From an optimization exercise on the open Yosys and OpenROAD flow, aimed at small area; shortcuts taken in it are not production practice. The RTL was checked by simulation tests, not by an equivalence proof against the original design. Power figures rest on the tool's default switching activity, not on a simulated workload.

--- flow/design.v ---
module hex_to_7seg (
    input  wire [4:0] code,
    output reg  [6:0] seg_out   
);
    reg [3:0] hex;
    always @(*) begin
        if (code[4])
            hex = code[3:0];
        else
            case (code[3:0])
                4'b0000: hex = 4'h1; 4'b0001: hex = 4'h4; 4'b0010: hex = 4'h7; 4'b0011: hex = 4'hE;
                4'b0100: hex = 4'h2; 4'b0101: hex = 4'h5; 4'b0110: hex = 4'h8; 4'b0111: hex = 4'h0;
                4'b1000: hex = 4'h3; 4'b1001: hex = 4'h6; 4'b1010: hex = 4'h9; 4'b1011: hex = 4'hF;
                4'b1100: hex = 4'hA; 4'b1101: hex = 4'hB; 4'b1110: hex = 4'hC; default: hex = 4'hD;
            endcase
        case (hex)
            4'h0: seg_out = 7'b0111111;
            4'h1: seg_out = 7'b0000110;
            4'h2: seg_out = 7'b1011011;
            4'h3: seg_out = 7'b1001111;
            4'h4: seg_out = 7'b1100110;
            4'h5: seg_out = 7'b1101101;
            4'h6: seg_out = 7'b1111101;
            4'h7: seg_out = 7'b0000111;
            4'h8: seg_out = 7'b1111111;
            4'h9: seg_out = 7'b1101111;
            4'hA: seg_out = 7'b1110111;   
            4'hB: seg_out = 7'b1110011;   
            4'hC: seg_out = 7'b1101101;   
            4'hD: seg_out = 7'b1110001;   
            4'hE: seg_out = 7'b0111000;   
            default: seg_out = 7'b1000000;   
        endcase
    end
endmodule
module keypad_scanner (
    input  wire       clk,
    input  wire       reset,
    input  wire [3:0] rows,
    output wire [3:0] cols,
    output wire [3:0] key_pos,     
    output wire       key_apply    
);
    reg [5:0] scan_timer;
    reg [1:0] scan_index;
    wire scan_tick = (scan_timer == 6'd49);
    always @(posedge clk or posedge reset) begin
        if (reset) begin
            scan_timer <= 6'd0;
            scan_index <= 2'd0;
        end else if (scan_tick) begin
            scan_timer <= 6'd0;
            scan_index <= scan_index + 2'd1;
        end else begin
            scan_timer <= scan_timer + 6'd1;
        end
    end
    assign cols = ~(4'b0001 << scan_index);
    reg [3:0] row_sync1, row_sync2;
    always @(posedge clk) begin
        row_sync1 <= rows;
        row_sync2 <= row_sync1;
    end
    reg row_changed;
    always @(posedge clk)
        row_changed <= reset ? (row_sync1 != 4'b1111) : (row_sync1 != row_sync2);
    reg [2:0] debounce_counter;
    reg       deb_valid;
    reg [1:0] deb_row;
    wire       one_low = (row_sync2 == 4'b1110) | (row_sync2 == 4'b1101) |
                         (row_sync2 == 4'b1011) | (row_sync2 == 4'b0111);
    wire [1:0] low_row = {~row_sync2[2] | ~row_sync2[3], ~row_sync2[1] | ~row_sync2[3]};
    always @(posedge clk or posedge reset) begin
        if (reset) begin
            debounce_counter <= 3'd0;
            deb_valid <= 1'b0;
        end else if (row_changed) begin
            debounce_counter <= 3'd0;
        end else if (debounce_counter < 3'd4) begin
            debounce_counter <= debounce_counter + 3'd1;
        end else begin
            deb_valid <= one_low;
        end
    end
    always @(posedge clk)
        if (!row_changed && debounce_counter == 3'd4)
            deb_row <= low_row;
    wire key_found = deb_valid & ~(scan_index == 2'd2 & deb_row == 2'd3);
    reg [2:0] state;
    reg [3:0] detected_key;
    reg [11:0] release_timer;
    wire waiting = (state >= 3'd2);
    always @(posedge clk or posedge reset) begin
        if (reset) begin
            state <= 3'd0;
        end else begin
            case (state)
                3'd0: if (key_found) state <= 3'd1;
                3'd6: if (!key_found && release_timer == 12'd2500) state <= 3'd0;
                default: state <= state + 3'd1;
            endcase
        end
    end
    always @(posedge clk) begin
        if (state == 3'd0)
            detected_key <= {scan_index, deb_row};
        release_timer <= (waiting && !key_found) ? release_timer + 12'd1 : 12'd0;
    end
    assign key_pos = detected_key;
    assign key_apply = (state == 3'd5);
endmodule
module password_fsm (
    input  wire        clk,
    input  wire        reset,
    input  wire [3:0]  key_pos,
    input  wire        key_apply,
    output reg  [1:0]  state,
    output reg  [11:0] digits
);
    localparam S_IDLE     = 2'b00;
    localparam S_ENTERING = 2'b01;
    localparam S_SUCCESS  = 2'b10;
    localparam S_FAIL     = 2'b11;
    localparam [3:0] P_EMPTY = 4'b1011;   
    localparam [3:0] P_1 = 4'b0000, P_2 = 4'b0100, P_3 = 4'b1000, P_4 = 4'b0001;
    localparam [3:0] P_C = 4'b1110, P_E = 4'b0011;
    wire is_digit = (key_pos[3:2] != 2'd3) & ~(key_pos[1:0] == 2'd3 & key_pos[3:2] != 2'd1);
    wire is_clear = (key_pos == P_C);
    wire is_enter = (key_pos == P_E);
    wire full = (digits[11:8] != P_EMPTY);
    wire pass = (digits == {P_1, P_2, P_3}) & (key_pos == P_4);
    reg [16:0] timer;
    wire timer_done = (timer == 17'd99999);
    always @(posedge clk or posedge reset) begin
        if (reset) begin
            state <= S_IDLE;
        end else begin
            case (state)
                S_IDLE:
                    if (key_apply && is_digit) state <= S_ENTERING;
                S_ENTERING:
                    if (key_apply) begin
                        if (is_clear) state <= S_IDLE;
                        else if (is_enter) state <= S_FAIL;
                        else if (is_digit && full) state <= pass ? S_SUCCESS : S_FAIL;
                    end
                default:
                    if (timer_done) state <= S_IDLE;
            endcase
        end
    end
    always @(posedge clk) begin
        timer <= state[1] ? timer + 17'd1 : 17'd0;
        if (key_apply && is_digit) begin
            if (state == S_IDLE)
                digits <= {P_EMPTY, P_EMPTY, key_pos};
            else if (state == S_ENTERING)
                digits <= {digits[7:0], key_pos};
        end
    end
endmodule
module seven_seg_driver (
    input  wire        clk,
    input  wire        reset,
    input  wire [1:0]  state,
    input  wire [11:0] digits,
    output wire [6:0]  seg_out,
    output wire [3:0]  digit_sel
);
    reg [7:0] counter;
    reg       started;
    always @(posedge clk or posedge reset) begin
        if (reset) begin
            counter <= 8'd252;
            started <= 1'b0;
        end else begin
            counter <= counter + 8'd1;
            started <= started | (counter[1] & counter[0]);
        end
    end
    wire [1:0] idx = started ? counter[7:6] : 2'd0;
    reg  [4:0] ch;    
    always @(*) begin
        case (state)
            2'b00: ch = 5'h1F;                        
            2'b01: case (idx)                         
                       2'd0: ch = 5'h1F;
                       2'd1: ch = {1'b0, digits[11:8]};
                       2'd2: ch = {1'b0, digits[7:4]};
                       default: ch = {1'b0, digits[3:0]};
                   endcase
            2'b10: case (idx)                         
                       2'd0: ch = 5'h1B;
                       2'd1: ch = 5'h1A;
                       default: ch = 5'h1C;
                   endcase
            default: case (idx)                       
                       2'd0: ch = 5'h1D;
                       2'd1: ch = 5'h1A;
                       2'd2: ch = 5'h11;
                       default: ch = 5'h1E;
                   endcase
        endcase
    end
    wire [6:0] seg;
    hex_to_7seg decoder_inst (.code(ch), .seg_out(seg));
    assign seg_out = (!started && !counter[1]) ? 7'b0000000 : seg;
    assign digit_sel = (!started && counter[1:0] == 2'd0) ? 4'b1111 : ~(4'b1000 >> idx);
endmodule
module keypad_password_system (
    input  wire       clk,
    input  wire       reset_n,
    input  wire [3:0] keypad_rows,
    output wire [3:0] keypad_cols,
    output wire [6:0] seg_out,
    output wire [3:0] digit_sel
);
    wire reset = ~reset_n;
    wire       key_apply;    
    wire [3:0] key_pos;      
    wire [1:0] fsm_state;
    wire [11:0] fsm_digits;
    keypad_scanner u_keypad (
        .clk(clk),
        .reset(reset),
        .rows(keypad_rows),
        .cols(keypad_cols),
        .key_pos(key_pos),
        .key_apply(key_apply)
    );
    password_fsm u_fsm (
        .clk(clk),
        .reset(reset),
        .key_pos(key_pos),
        .key_apply(key_apply),
        .state(fsm_state),
        .digits(fsm_digits)
    );
    seven_seg_driver u_display (
        .clk(clk),
        .reset(reset),
        .state(fsm_state),
        .digits(fsm_digits),
        .seg_out(seg_out),
        .digit_sel(digit_sel)
    );
endmodule
--- flow/run.sh ---
#!/bin/bash
# synth_recipe.tcl (not shown) runs the flow's synth.tcl, then flattens the netlist and writes it again
# the make line also repeats each setting of config.mk as NAME=value (left out here)
make -C /OpenROAD-flow-scripts/flow DESIGN_CONFIG=/design/flow/config.mk WORK_HOME=/design/flow/orfs CLKGATE_MAP_FILE= SYNTH_SCRIPT=/design/flow/synth_recipe.tcl finish
--- flow/constraint.sdc ---
create_clock -name core_clock -period 10.0 [get_ports {clk}]
set_input_delay 2.0000 -clock core_clock [delete_from_list [all_inputs] [get_ports {clk}]]
set_output_delay 2.0000 -clock core_clock [all_outputs]
set_load 0.01 [all_outputs]
--- flow/config.mk ---
export PLATFORM = sky130hd
export DESIGN_NAME = keypad_password_system
export DESIGN_NICKNAME = keypad_password_system
export VERILOG_FILES = /design/flow/design.v
export SDC_FILE = /design/flow/constraint.sdc
export NUM_CORES = 4
export LEC_CHECK = 0
export CAP_MARGIN = 20
export CORE_MARGIN = 2
export CORE_UTILIZATION = 40
export SLEW_MARGIN = 20
==> out/summary.log, run 1 <==
qor: clock_network.cts-root-to-sink-buffers 2
qor: worst_setup_path.crit_cells 13
qor: timing.slew_headroom 50.1%
qor: logic_synthesis.syn_inst 436
qor: detailed_routing.route.detailed.drc 0
qor: timing.rsz0062_at_grt false
qor: global_route.grt_pass1_wl 12500 µm
qor: worst_setup_path.cp_slowest_cell clkdlybuf4s50_1
qor: logic_synthesis.syn_nets 470
qor: pwr.power.ir.vdd_worst 96.7 µV
qor: cells_and_area.finalNonFillerCells 603
qor: pwr.power_frac_seq 50.1%
qor: placement.dp.cells 587
qor: cells_and_area.layout_common_cells 58 x nor2_1, 38 x dfxtp_1, 32 x inv_1, 32 x nand2_1, 28 x ha_1
qor: timing.worst_pin_slew 0.748 ns
qor: global_route.grt-ovfl-total 0
qor: global_route.grt_start_max_net_pins 33
qor: clock_network.cts_inserted_buffers 9
qor: logic_synthesis.syn_area_cell 9.80 µm²
qor: placement.detailedPlacementHpwl 5340 µm
qor: clock_network.clock_tree_from_tritoncts done
qor: floorplanning.ioPinCount 21
qor: hold_path.hold-path-cell-count 0
qor: timing.slew_viol_final 0
qor: global_route.grt_util_met1 18.1%
qor: worst_setup_path.worstSetupEndpointType output port
qor: worst_setup_path.rr_endpoint u_fsm.timer[11]$_SDFF_PN0_
qor: timing.finClkSkew 0.0101 ns
qor: pwr.clockPowerShare 25.4%
qor: timing.hold_fails_final_rpt 0
qor: clock_network.cts_setup_buffers 0
qor: cells_and_area.drive_gt1_share 10.1%
qor: pwr.switchingPower 0.270 mW
qor: detailed_routing.drt_iter0_drc 130
qor: worst_setup_path.largest_fanout_on_the_critical_path 6
qor: clock_network.cts_sinks 82
qor: logic_synthesis.synthesized_area 4270 µm²
qor: detailed_routing.post_drt_wl_per_cell 12.2 µm
qor: floorplanning.core_area 10400 µm²
qor: floorplanning.die_h 107 µm
qor: timing.report.final.setup_viol 0
qor: worst_setup_path.crit_type flip-flop to output port
qor: clock_network.clk_latency 0.35 ns
qor: detailed_routing.detail_route.first_pass.iterations 5
qor: pwr.power.density_cell_area 176 nW/µm²
qor: worst_setup_path.worst-r2r-cell-count 5
qor: cells_and_area.n_antenna_cell 0
qor: global_route.globalRouteTotalUtil 13.5%
qor: worst_setup_path.critical_path.top_delay_family compound AO/OA/AOI/OAI gates
qor: detailed_routing.detail_route.wirelength 7340 µm
qor: timing.timing.fmax 163 MHz
qor: detailed_routing.routed-via-count 3001
qor: logic_synthesis.synth_seq_area_share 45.9%
qor: cells_and_area.fill_cells 993
qor: cells_and_area.syn_to_final_growth 11.3%
qor: logic_synthesis.synth_enable_flop_cells 18
qor: hold_path.hold_path.startpoint u_keypad.row_sync1[0]$_DFF_P_
qor: timing.layout_setup_ws 3.87 ns
qor: timing.finalSetupTns 0 ns
qor: hold_path.timing.hold.worst.class flip-flop to flip-flop
qor: hold_path.min_delay_worst_endpoint u_keypad.row_sync2[0]$_DFF_P_
qor: logic_synthesis.ys.warnings.count 4
qor: global_route.groute.layer.met2.usage 20.8%
qor: clock_network.hold_buffers 0
qor: worst_setup_path.worst-endpoint-required 8.00 ns
qor: worst_setup_path.crit_start u_display.counter[6]$_DFF_PN1_
qor: pwr.cellInternalPower 0.568 mW
qor: pwr.power.combinational.fraction 24.5%
qor: detailed_routing.ant_nets 0
qor: global_route.antenna_found_initial 0
qor: worst_setup_path.flop2flop_setup_slack 8.18 ns
qor: floorplanning.die_w 107 µm
qor: placement.place.port_buffers 20
qor: placement.place_ws 4.26 ns
qor: floorplanning.fp.dieArea 11500 µm²
qor: global_route.busiest_layer met2
qor: worst_setup_path.cp.buffers_inverters 2
qor: cells_and_area.design.final.nets 496
qor: worst_setup_path.cp-start-kind flip-flop
qor: clock_network.cts-root-buf clkbuf_8
qor: pwr.total_leakage_power 1.83 nW
qor: floorplanning.floorplan.initialDensity 41.2%
qor: placement.globalplace.congestion 0.804
qor: logic_synthesis.unique_masters_post_synth 66
qor: floorplanning.placement_rows 37
qor: global_route.grtUsageMet3 3.63%
qor: status.run_status finished clean
qor: clock_network.cts_repair_resize_count 0
qor: clock_network.worst_setup_hold_path_clk_slew 0.08 ns
qor: logic_synthesis.postSynth.asyncResetShare 31.7%
qor: detailed_routing.viasPerCell 4.98
qor: flow_run.max_cap_violations 0
qor: cells_and_area.layout_commonest_cell nor2_1
qor: logic_synthesis.ys_seq_elements 82
qor: worst_setup_path.crit_path_cell_trace nand2_1 > ha_1 > nor4b_2 > a32oi_1 > nand2_1 > a21oi_1 > o21ai_0 > o31a_1 > inv_1 > ha_1 > mux2i_1 > a221oi_1 > clkdlybuf4s50_1
qor: worst_setup_path.critical-path-max-stage-delay 0.58 ns
qor: pwr.sw_frac_of_total 32.3%
qor: worst_setup_path.worstReg2RegStart u_fsm.timer[2]$_SDFF_PN0_
qor: timing.timing.final.crit_share 61.3%
qor: timing.finalCriticalPeriod 6.13 ns
qor: clock_network.cts_htree_levels 3
qor: logic_synthesis.synth_ff_type dfxtp_1
qor: global_route.first_global_vias 2825
qor: worst_setup_path.cp_data_arrival_time 4.13 ns
[worst register-to-register path, cell delays in order (launching register included)]
cell and delay, ns:
dfxtp_1 0.42, nand3_1 0.12, nor3_1 0.49, nand3_1 0.21, or3_1 0.38, a21oi_1 0.14
[power groups by stage]
stage / combinational [mW] / clock, mW / sequential, mW
floorplan: 0.174 / 0 / 0.408
global placement: 0.203 / 0 / 0.427
detailed placement: 0.208 / 0 / 0.428
CTS: 0.208 / 0.222 / 0.420
global route: 0.233 / 0.235 / 0.426
finish: 0.205 / 0.213 / 0.420
[cell type report]
cell class                 instances  area, µm²  area share, %
clock inverter                     4       27.5          0.579
timing repair buffer              23        223           4.69
sequential                        82       1960           41.2
tap                              136        170           3.58
clock buffer                      12        145           3.05
multi-input combinational        313       2100           44.3
inverter                          33        124           2.61
[metal layers]
metal / up-vias / share of wire, %
met4: 0 / 1.3
li1: 1560 / -
met3: 9 / 3.5
met1: 1390 / 50
met2: 42 / 45
met5: - / 0
[flip-flops by register name (all words and copies together) (netlist names), 4 cells and up]
| register | count |
|---|---|
| u_fsm.timer | 17 |
| u_fsm.digits | 12 |
| u_keypad.release_timer | 12 |
| u_display.counter | 8 |
| u_keypad.scan_timer | 6 |
| u_keypad.detected_key | 4 |
| u_keypad.row_sync1 | 4 |
| u_keypad.row_sync2 | 4 |
[cell usage after synthesis (all sizes together) (6+ instances only)]
cell,number,area (µm²)
nor2,58,218
dfxtp,38,761
inv,33,124
nand2,32,120
ha,28,350
dfrtp,20,500
xor2,20,175
nand3,19,95.1
a21oi,18,105
edfxtp,18,541
xnor2,18,158
o21ai,17,88.8
nand4,12,75.1
nor3,7,35.0
or2,7,43.8
dfstp,6,158
nand2b,6,37.5
[how the worst max path moves through the flow]
stage | slack, ns | endpoint
CTS | 3.85 | seg_out[3]
detailed placement | 4.26 | seg_out[3]
finish | 3.87 | seg_out[3]
global route | 3.42 | seg_out[4]
global placement | 4.40 | seg_out[3]
floorplan | 5.03 | seg_out[1]
[cells by family (layout without fill, tap and decap cells)]
family	Yosys count	in the layout	share of synthesized area, %
AO/OA/AOI/OAI	70	70	11.8
XOR/XNOR	38	38	7.79
adder cells (fa/ha/maj)	28	28	8.20
buffers and inverters	41	72	4.86
flip-flops	82	82	45.9
multiplexers	5	5	1.20
AND/OR/NAND/NOR	172	172	20.2
[stage by stage]
stage	util, %	hold slack [ns]	area, µm²	total power, mW
after global placement	44.2	0.360	4580	0.630
after detailed placement	44.2	0.359	4580	0.635
final	45.8	0.370	4750	0.838
after CTS	45.8	0.371	4750	0.850
after floorplan	-	0.351	4270	0.582
after global routing	45.8	0.380	4750	0.895
==> run 2, diff against run 1 <==
--- a/flow/design.v
+++ b/flow/design.v
@@ -44,5 +44,5 @@
     reg [5:0] scan_timer;
     reg [1:0] scan_index;
-    wire scan_tick = (scan_timer == 6'd49);
+    wire scan_tick = (scan_timer == 6'b001001);
     always @(posedge clk or posedge reset) begin
         if (reset) begin
@@ -53,5 +53,5 @@
             scan_index <= scan_index + 2'd1;
         end else begin
-            scan_timer <= scan_timer + 6'd1;
+            scan_timer <= {scan_timer[4:0], ~(scan_timer[5] ^ scan_timer[4])};
         end
     end
@@ -90,4 +90,5 @@
     reg [3:0] detected_key;
     reg [11:0] release_timer;
+    localparam [11:0] RELEASE_END = 12'b010000001101;   
     wire waiting = (state >= 3'd2);
     always @(posedge clk or posedge reset) begin
@@ -97,5 +98,5 @@
             case (state)
                 3'd0: if (key_found) state <= 3'd1;
-                3'd6: if (!key_found && release_timer == 12'd2500) state <= 3'd0;
+                3'd6: if (!key_found && release_timer == RELEASE_END) state <= 3'd0;
                 default: state <= state + 3'd1;
             endcase
@@ -105,5 +106,6 @@
         if (state == 3'd0)
             detected_key <= {scan_index, deb_row};
-        release_timer <= (waiting && !key_found) ? release_timer + 12'd1 : 12'd0;
+        release_timer <= (waiting && !key_found) ?
+            {release_timer[10:0], ~(release_timer[11] ^ release_timer[5] ^ release_timer[3] ^ release_timer[0])} : 12'd0;
     end
     assign key_pos = detected_key;
@@ -131,5 +133,5 @@
     wire pass = (digits == {P_1, P_2, P_3}) & (key_pos == P_4);
     reg [16:0] timer;
-    wire timer_done = (timer == 17'd99999);
+    wire timer_done = (timer == 17'b00101010001101011);   
     always @(posedge clk or posedge reset) begin
         if (reset) begin
@@ -151,5 +153,5 @@
     end
     always @(posedge clk) begin
-        timer <= state[1] ? timer + 17'd1 : 17'd0;
+        timer <= state[1] ? {timer[15:0], ~(timer[16] ^ timer[13])} : 17'd0;
         if (key_apply && is_digit) begin
             if (state == S_IDLE)
@@ -168,16 +170,23 @@
     output wire [3:0]  digit_sel
 );
-    reg [7:0] counter;
+    localparam [5:0] PRE_START = 6'b000110;
+    localparam [5:0] PRE_END   = 6'b110001;
+    reg [5:0] prescaler;
+    reg [1:0] idx;
     reg       started;
-    always @(posedge clk or posedge reset) begin
-        if (reset) begin
-            counter <= 8'd252;
+    wire pre_end = (prescaler == PRE_END);
+    always @(posedge clk or posedge reset) begin
+        if (reset) begin
+            prescaler <= PRE_START;
+            idx <= 2'd0;
             started <= 1'b0;
         end else begin
-            counter <= counter + 8'd1;
-            started <= started | (counter[1] & counter[0]);
-        end
-    end
-    wire [1:0] idx = started ? counter[7:6] : 2'd0;
+            prescaler <= {prescaler[4:0], prescaler[5] ^ prescaler[4] ^ (prescaler[4:0] == 5'd0)};
+            if (pre_end) begin
+                started <= 1'b1;
+                if (started) idx <= idx + 2'd1;
+            end
+        end
+    end
     reg  [4:0] ch;    
     always @(*) begin
@@ -205,6 +214,6 @@
     wire [6:0] seg;
     hex_to_7seg decoder_inst (.code(ch), .seg_out(seg));
-    assign seg_out = (!started && !counter[1]) ? 7'b0000000 : seg;
-    assign digit_sel = (!started && counter[1:0] == 2'd0) ? 4'b1111 : ~(4'b1000 >> idx);
+    assign seg_out = (!started && prescaler[2]) ? 7'b0000000 : seg;
+    assign digit_sel = (!started && prescaler[1]) ? 4'b1111 : ~(4'b1000 >> idx);
 endmodule
 module keypad_password_system (
==> out/summary.log, run 2 <==
qor: clock_network.hold_buffers 0 [unchanged]
qor: detailed_routing.viasPerCell 5.09 [was 4.98]
qor: detailed_routing.routed-via-count 2718 [was 3001]
qor: timing.worst_pin_slew 0.812 ns [was 0.748 ns]
qor: cells_and_area.drive_gt1_share 12.5% [was 10.1%]
qor: worst_setup_path.crit_start u_display.idx[0]$_DFFE_PN0P_ [was u_display.counter[6]$_DFF_PN1_]
qor: worst_setup_path.worstReg2RegStart u_fsm.state[0]$_DFFE_PN0P_ [was u_fsm.timer[2]$_SDFF_PN0_]
qor: logic_synthesis.synthTopCellsByCount 38 x dfxtp_1, 34 x and2_1, 26 x nand2_1 [was 58 x nor2_1, 38 x dfxtp_1, 32 x inv_1, 32 x nand2_1, 28 x ha_1]
qor: logic_synthesis.postSynth.asyncResetShare 31.7% [unchanged]
qor: logic_synthesis.synth_top_cell_area_share 19.2% [was 17.8%]
qor: timing.finClkSkew 0.0116 ns [was 0.0101 ns]
qor: logic_synthesis.synth_most_common_cell dfxtp_1 [was nor2_1]
qor: detailed_routing.detail_route.first_pass.iterations 4 [was 5]
qor: worst_setup_path.cp.buffers_inverters 2 [unchanged]
qor: clock_network.clk_latency 0.35 ns [about the same]
qor: detailed_routing.top_layer_used met4 [unchanged]
qor: detailed_routing.routedLengthMet1 3380 µm [was 3680 µm]
qor: floorplanning.ioPinCount 21 [unchanged]
qor: global_route.antenna_found_initial 0 [unchanged]
qor: placement.globalplace.congestion 0.841 [was 0.804]
qor: worst_setup_path.largest_fanout_on_the_critical_path 11 [was 6]
qor: placement.placement.cell_area 4270 µm² [was 4580 µm²]
qor: logic_synthesis.syn_area_cell 10.5 µm² [was 9.80 µm²]
qor: timing.timing.fmax 153 MHz [was 163 MHz]
qor: pwr.power.ir.vdd_worst 78.2 µV [was 96.7 µV]
qor: cells_and_area.reg.largest.list u_fsm.timer x17, u_fsm.digits x12, u_keypad.release_timer x12 [unchanged]
qor: worst_setup_path.crit_path_cell_trace inv_1 > ha_1 > nor2_1 > a221oi_2 > nor2_1 > o21ai_0 > a211oi_1 > ha_1 > nand4_1 > o21ai_0 > a22o_1 > a221oi_1 > clkdlybuf4s50_1 [was nand2_1 > ha_1 > nor4b_2 > a32oi_1 > nand2_1 > a21oi_1 > o21ai_0 > o31a_1 > inv_1 > ha_1 > mux2i_1 > a221oi_1 > clkdlybuf4s50_1]
qor: detailed_routing.detail_route.wirelength 7010 µm [was 7340 µm]
qor: timing.timing.final.crit_share 65.5% [was 61.3%]
qor: timing.slew_viol_final 0 [unchanged]
qor: timing.finalSetupTns 0 ns [unchanged]
qor: cells_and_area.syn_to_final_growth 13.7% [was 11.3%]
qor: pwr.total_leakage_power 1.80 nW [was 1.83 nW]
qor: detailed_routing.wl_met3 211 µm [was 259 µm]
qor: logic_synthesis.biggest_area_contributors_in_the_synthesized_netlist dfxtp_1 19%, dfrtp_1 15%, edfxtp_1 14% [was dfxtp_1 18%, edfxtp_1 13%, dfrtp_1 12%]
qor: logic_synthesis.syn_inst 377 [was 436]
qor: clock_network.cts-root-to-sink-buffers 2 [unchanged]
qor: worst_setup_path.flop2flop_setup_slack 8.02 ns [was 8.18 ns]
qor: worst_setup_path.worst-endpoint-required 8.00 ns [about the same]
qor: detailed_routing.met2_length 3350 µm [was 3310 µm]
qor: clock_network.clock_tree_from_tritoncts done [unchanged]
qor: worst_setup_path.cp_data_arrival_time 4.55 ns [was 4.13 ns]
qor: cells_and_area.layout_common_cells 38 x dfxtp_1, 34 x and2_1, 26 x nand2_1, 25 x nor2_1 [was 58 x nor2_1, 38 x dfxtp_1, 32 x inv_1, 32 x nand2_1, 28 x ha_1]
qor: clock_network.cts_htree_levels 3 [unchanged]
qor: worst_setup_path.crit_type flip-flop to output port [unchanged]
qor: cells_and_area.fin_util 46.6% [was 45.8%]
qor: floorplanning.die_h 104 µm [was 107 µm]
qor: logic_synthesis.unique_masters_post_synth 67 [was 66]
qor: logic_synthesis.synth_seq_area_share 49.3% [was 45.9%]
qor: global_route.grt_pass1_wl 12400 µm [was 12500 µm]
qor: logic_synthesis.synthesized_area 3970 µm² [was 4270 µm²]
qor: timing.report.final.setup_viol 0 [unchanged]
qor: cells_and_area.max_flop_register u_fsm.timer [unchanged]
qor: floorplanning.die_w 104 µm [was 107 µm]
qor: floorplanning.fp.dieArea 10700 µm² [was 11500 µm²]
qor: worst_setup_path.critical-path-max-stage-delay 0.61 ns [was 0.58 ns]
qor: clock_network.cts-root-buf clkbuf_8 [unchanged]
qor: hold_path.hold_path.startpoint u_display.prescaler[3]$_DFF_PN0_ [was u_keypad.row_sync1[0]$_DFF_P_]
qor: timing.finalCriticalPeriod 6.55 ns [was 6.13 ns]
qor: clock_network.cts_sinks 82 [unchanged]
qor: clock_network.worst_setup_hold_path_clk_slew 0.09 ns [was 0.08 ns]
qor: timing.slew_headroom 45.8% [was 50.1%]
qor: detailed_routing.ant_nets 0 [unchanged]
qor: status.run_status finished clean [unchanged]
qor: cells_and_area.design.final.nets 426 [was 496]
qor: clock_network.cts_inserted_buffers 9 [unchanged]
qor: global_route.grt_start_max_net_pins 33 [unchanged]
qor: hold_path.timing.hold.worst.class flip-flop to flip-flop [unchanged]
qor: cells_and_area.layout_commonest_cell dfxtp_1 [was nor2_1]
qor: pwr.fin_total_pwr 0.984 mW [was 0.838 mW]
qor: cells_and_area.largest_reg_flops 17 [unchanged]
qor: placement.detailedPlacementHpwl 5110 µm [was 5340 µm]
qor: flow_run.max_cap_violations 0 [unchanged]
qor: placement.place.port_buffers 20 [unchanged]
qor: detailed_routing.route.detailed.drc 0 [unchanged]
qor: global_route.globalRouteTotalUtil 13.9% [was 13.5%]
qor: floorplanning.core_area 9680 µm² [was 10400 µm²]
qor: clock_network.cts_setup_buffers 0 [unchanged]
qor: global_route.first_global_vias 2608 [was 2825]
qor: timing.rsz0062_at_grt false [unchanged]
qor: pwr.power.density_cell_area 218 nW/µm² [was 176 nW/µm²]
qor: logic_synthesis.syn_nets 407 [was 470]
qor: clock_network.cts_repair_resize_count 0 [unchanged]
qor: floorplanning.placement_rows 36 [was 37]
qor: detailed_routing.post_drt_wl_per_cell 13.1 µm [was 12.2 µm]
qor: worst_setup_path.critical_path.top_delay_family compound AO/OA/AOI/OAI gates [unchanged]
qor: global_route.grt-ovfl-total 0 [unchanged]
qor: floorplanning.floorplan.initialDensity 40.9% [was 41.2%]
qor: logic_synthesis.synth_ff_type dfxtp_1 [unchanged]
qor: logic_synthesis.ys_seq_elements 82 [unchanged]
qor: worst_setup_path.cp-start-kind flip-flop [unchanged]
qor: logic_synthesis.synth_enable_flop_cells 18 [unchanged]
qor: cells_and_area.stdcell_area 4510 µm² [was 4750 µm²]
qor: detailed_routing.drt_iter0_drc 74 [was 130]
qor: worst_setup_path.worstSetupEndpointType output port [unchanged]
qor: logic_synthesis.ys.warnings.count 4 [unchanged]
qor: cells_and_area.n_antenna_cell 0 [unchanged]
qor: worst_setup_path.cp_slowest_cell nor2_1 [was clkdlybuf4s50_1]
qor: timing.hold_fails_final_rpt 0 [unchanged]
qor: logic_synthesis.synth_largest_area_cell dfxtp_1 [unchanged]
## run 2: final cells by class
class / count / area, µm²
fillers: 905 / 5180
flip-flops and latches: 82 / 1950
multi-input cells: 257 / 1850
repair buffers: 22 / 215
well taps: 133 / 166
clock buffers: 10 / 149
inverters: 24 / 90.1
clock inverters: 6 / 85.1
## run 2: final timing paths
check | endpoint | cells past startpoint
max | seg_out[3] | 13
min | u_display.prescaler[4]$_DFF_PN0_ | 0
max reg2reg | u_fsm.state[1]$_DFFE_PN0P_ | 6
min reg2reg | u_display.prescaler[4]$_DFF_PN0_ | 0
max in group asynchronous | u_display.prescaler[2]$_DFF_PN1_ | 2
min in group asynchronous | u_keypad.scan_timer[0]$_DFF_PN0_ | 2
## run 2: routing by layer
metal  global-route usage, %  vias up
met5                       0        -
met4                    3.76        0
met3                    3.71        8
met2                    22.2       45
met1                    18.7     1296
li1                        -     1369
## run 2: logic make-up after synthesis
logic type,after synthesis,synth area share (%)
xor gates and xnor gates,11,2.43
buffers and inverters,38,4.10
adders and majority gates,24,7.57
muxes,9,2.62
DFF,82,49.3
AOI/OAI and AO/OA,67,12.7
and+or+nand+nor,146,21.3
## run 2: power by group
group / internal, mW / switching [mW] / leakage [nW] / total [mW]
sequential: 0.387 / 0.0519 / 0.799 / 0.439
combinational: 0.130 / 0.139 / 0.880 / 0.269
clock: 0.156 / 0.120 / 0.122 / 0.276
## run 2: per-stage QoR
step                      hold slack (ns)  setup WS, ns  cells
after floorplan                     0.351          5.02    377
after global placement              0.358          4.03    518
after detailed placement            0.364          3.81    518
after CTS                           0.379          3.42    534
after global routing                0.376          3.10    534
final                               0.379          3.45    534

[separate check: timing with driven ports]
How much do the figures lean on ideal ports? The routed layouts below were timed once more, with nothing changed but the port constraints. Step 1 sets driving cells, clkbuf_16 on the clock port and buf_2 on the other inputs (assumed; they add their load-dependent delay and slew). Step 2 adds t to the input delays and takes it off the output delays; t is the mean of the earliest and latest rising clock arrival at the registers after step 1. Input paths then give back, and output paths get back, about the clock's delay inside the block. Slacks: ideal ports / drivers / drivers and shift; pairs: ideal ports / drivers.
run | shift t [ns] | setup slack, ns | cell pins on the clock port's net
run 1 | 0.376 | 3.874 / 3.842 / 4.218 | 1
run 2 | 0.372 | 3.448 / 3.420 / 3.792 | 1
After both steps every run listed still meets setup and hold.
